From an optimization exercise on the open Yosys and OpenROAD flow, aimed at small area, a short achievable clock period and few clock cycles per item; shortcuts taken in it are not production practice.
In this exercise RTL edits were held to simulation tests only and were not proved equivalent to the original.

== north ==
==> flow/design.v (excerpt) <==
module fsqrt (
  input wire clk,
  input wire ready,
  input wire [31:0] x1,
  output reg [31:0] y_reg,
  output reg valid
  );
Size: about 5,000 cells after synthesis, ~110 flip-flops, roughly 67 I/O pins, roughly 35,000 sq um of cells after synthesis.
clock: 8.0 ns
lec_check: 0
cap_margin: 10
core_margin: 2
core_utilization: 25
place_density: 0.35
slew_margin: 10
synth_memory_max_bits: 262144
run.sh (not shown) runs the stock make flow with config.mk's settings and CLKGATE_MAP_FILE= SYNTH_SCRIPT=/design/flow/synth_recipe.tcl, a recipe that flattens the netlist after the stock synthesis.
Ran to the end and failed final checks on negative setup slack: north.
Testbench counts of north, summed over its fixed seeds: cycles 12,000, items 12,000.
--- input diff north..south ---
- swapping 10 for 20 in SLEW_MARGIN
- putting ABC_AREA at 1 where nothing was set
- putting SETUP_SLACK_MARGIN at 0.2 where nothing was set
- swapping 25 for 33 in CORE_UTILIZATION
- putting CTS_CLUSTER_SIZE at 40 where nothing was set
- putting CTS_CLUSTER_DIAMETER at 150 where nothing was set
- putting GPL_ROUTABILITY_DRIVEN at 1 where nothing was set
- swapping 0.35 for 0.45 in PLACE_DENSITY
- swapping 10 for 20 in CAP_MARGIN
Results
south has iteration count of the initial detailed-routing pass above what north had. FAIL: north; every other run in south and north is clean. In north the implementation completed, yet the final layout does not meet the checks, the culprit being negative setup slack. Max final net count across south and north: south. The lower final critical-path setup slack of south and north is in north.
The inputs of east differ from those of south as listed below.
- GPL_TIMING_DRIVEN now 0, previously not set
- PLACE_DENSITY now 0.42, was 0.45
- CORE_UTILIZATION now 30, was 33
- GPL_ROUTABILITY_DRIVEN no longer set, was 1
- TNS_END_PERCENT now 0, previously not set
- Summary across south and east: the single failing run is east.
- Flow for east halted at 5_1_grt, error code GRT-0116.
- Synthesized cell count: south vs east identical
- Between east and south, it is east whose post-CTS setup buffer count is higher, by 93.
- Site row count (east vs. south) increases by a few percent
- On total clock buffers created by CTS, east tracks south almost exactly.
- Count of clock tree sinks came out exactly the same in south and east.
- Setup slack at placement is higher on south
- Chip height (lower): south
- In the metrics for south and east, the one carrying the lower post-detailed-placement half-perimeter wirelength is south.
- What east reported for post-placement cell area has to be multiplied by 1.2 to get the figure for south.


fsqrt, a different RTL version from the one above (not shown whole).
For scale: roughly 36000 µm² of cells after synthesis.
==> flow/config.mk <==
export PLATFORM = sky130hd
export DESIGN_NAME = fsqrt
export DESIGN_NICKNAME = fsqrt
export VERILOG_FILES = /design/flow/design.v
export SDC_FILE = /design/flow/constraint.sdc
export NUM_CORES = 4
export LEC_CHECK = 0
export CAP_MARGIN = 10
export CORE_MARGIN = 2
export CORE_UTILIZATION = 25
export PLACE_DENSITY = 0.35
export SLEW_MARGIN = 10
export SYNTH_MEMORY_MAX_BITS = 262144
==> flow/constraint.sdc <==
create_clock -name core_clock -period 8.0 [get_ports {clk}]
set_input_delay 1.6000 -clock core_clock [delete_from_list [all_inputs] [get_ports {clk}]]
set_output_delay 1.6000 -clock core_clock [all_outputs]
set_load 0.01 [all_outputs]
The first run completed, yet does not pass: setup timing.
Testbench counts at the start, summed over its fixed seeds: cycles 12,000, items 12,000.
==> next run, changes <==
Settings changed: CAP_MARGIN 10 to 40, CORE_UTILIZATION 25 to 12, PLACE_DENSITY 0.35 to 0.2, SLEW_MARGIN 10 to 40.
Result: The changed run finished with setup timing left. Wire length rises by 14%. Area after synthesis does not change. Fmax went up by 2.6%. Hold slack degrades by 3.4 ps. Via count shrinks by 0.32%. Die area came out higher by 110%.


fsqrt with an RTL version that a note above also has.
Size: about 5900 cells after synthesis, ~67 I/O pins, ~0.036 mm^2 of cells after synthesis.
make LEC_CHECK=0 ABC_AREA=1 CAP_MARGIN=20 CORE_MARGIN=2 CORE_UTILIZATION=40 CTS_CLUSTER_DIAMETER=150 CTS_CLUSTER_SIZE=40 PLACE_DENSITY=0.55 SETUP_SLACK_MARGIN=0.2 SLEW_MARGIN=20 SYNTH_MEMORY_MAX_BITS=262144 finish   # period 8.0 ns
The first run did not get past global routing (5_1_grt) (GRT-0116).
Testbench counts at the start, summed over its fixed seeds: cycles 12,000, items 12,000.
Edit:
Settings changed: CORE_UTILIZATION 40 to 25, PLACE_DENSITY 0.55 to 0.35.
After rerunning: The changed run finished clean; synthesized cell count does not change; area after synthesis does not change.
Edit:
Settings changed: CAP_MARGIN 20 to 25, SETUP_SLACK_MARGIN 0.2 to 0.0, SLEW_MARGIN 20 to 25, TNS_END_PERCENT from default to 0.
=>
- The changed run finished with timing, DRC and antenna clean
- global-route usage stays flat
- cell area falls by 2.2%
- maximum frequency shrinks by 0.95%
Edit:
Settings changed: CORE_UTILIZATION 25 to 36, GPL_ROUTABILITY_DRIVEN from default to 1, PLACE_DENSITY 0.35 to 0.5, SETUP_SLACK_MARGIN 0.0 to 0.15.
Effect: Now the flow aborted during global routing (5_1_grt); area after synthesis does not change; synthesized cell count does not change.

-- separate check: timing with driven ports --
In the flow no input, the clock included, has a driving cell. The finished layouts below were timed again as built, in two steps. Step 1 sets driving cells, clkbuf_16 on the clock port and buf_2 on the other inputs (assumed; they add their load-dependent delay and slew). Step 2, shift: input delay + t, output delay - t, t = (earliest + latest rising clock arrival at the registers) / 2. This alone moves slack from input paths to output paths. Slacks: ideal / step 1 / step 2; pairs: ideal / step 1.
| run | shift t [ns] | slack for setup (ns) | worst setup path at the end | worst register clock-pin slew, ns |
|---|---|---|---|---|
| north | 0.446 | -0.261 / -0.324 / -0.334 | input to register | 0.10 / 0.10 |
| south | 0.522 | 0.138 / 0.053 / -0.171 | input to register | 0.10 / 0.10 |
| the first run of note 2 | 0.438 | -0.311 / -0.372 / -0.333 | input to register | 0.09 / 0.09 |
| the second run of note 2 | 0.452 | -0.099 / -0.167 / -0.309 | input to register | 0.09 / 0.09 |
| the second run of note 3 | 0.521 | 0.200 / 0.108 / -0.076 | input to register | 0.10 / 0.10 |
| the third run of note 3 | 0.516 | 0.126 / 0.038 / -0.267 | input to register | 0.10 / 0.10 |
With both steps, setup timing fails in south, the second run of note 3 and the third run of note 3, where it was met with ideal ports. For the third run of note 3, which loses most, drivers alone change the setup slack by -0.088 ns; drivers and shift together by -0.393 ns.
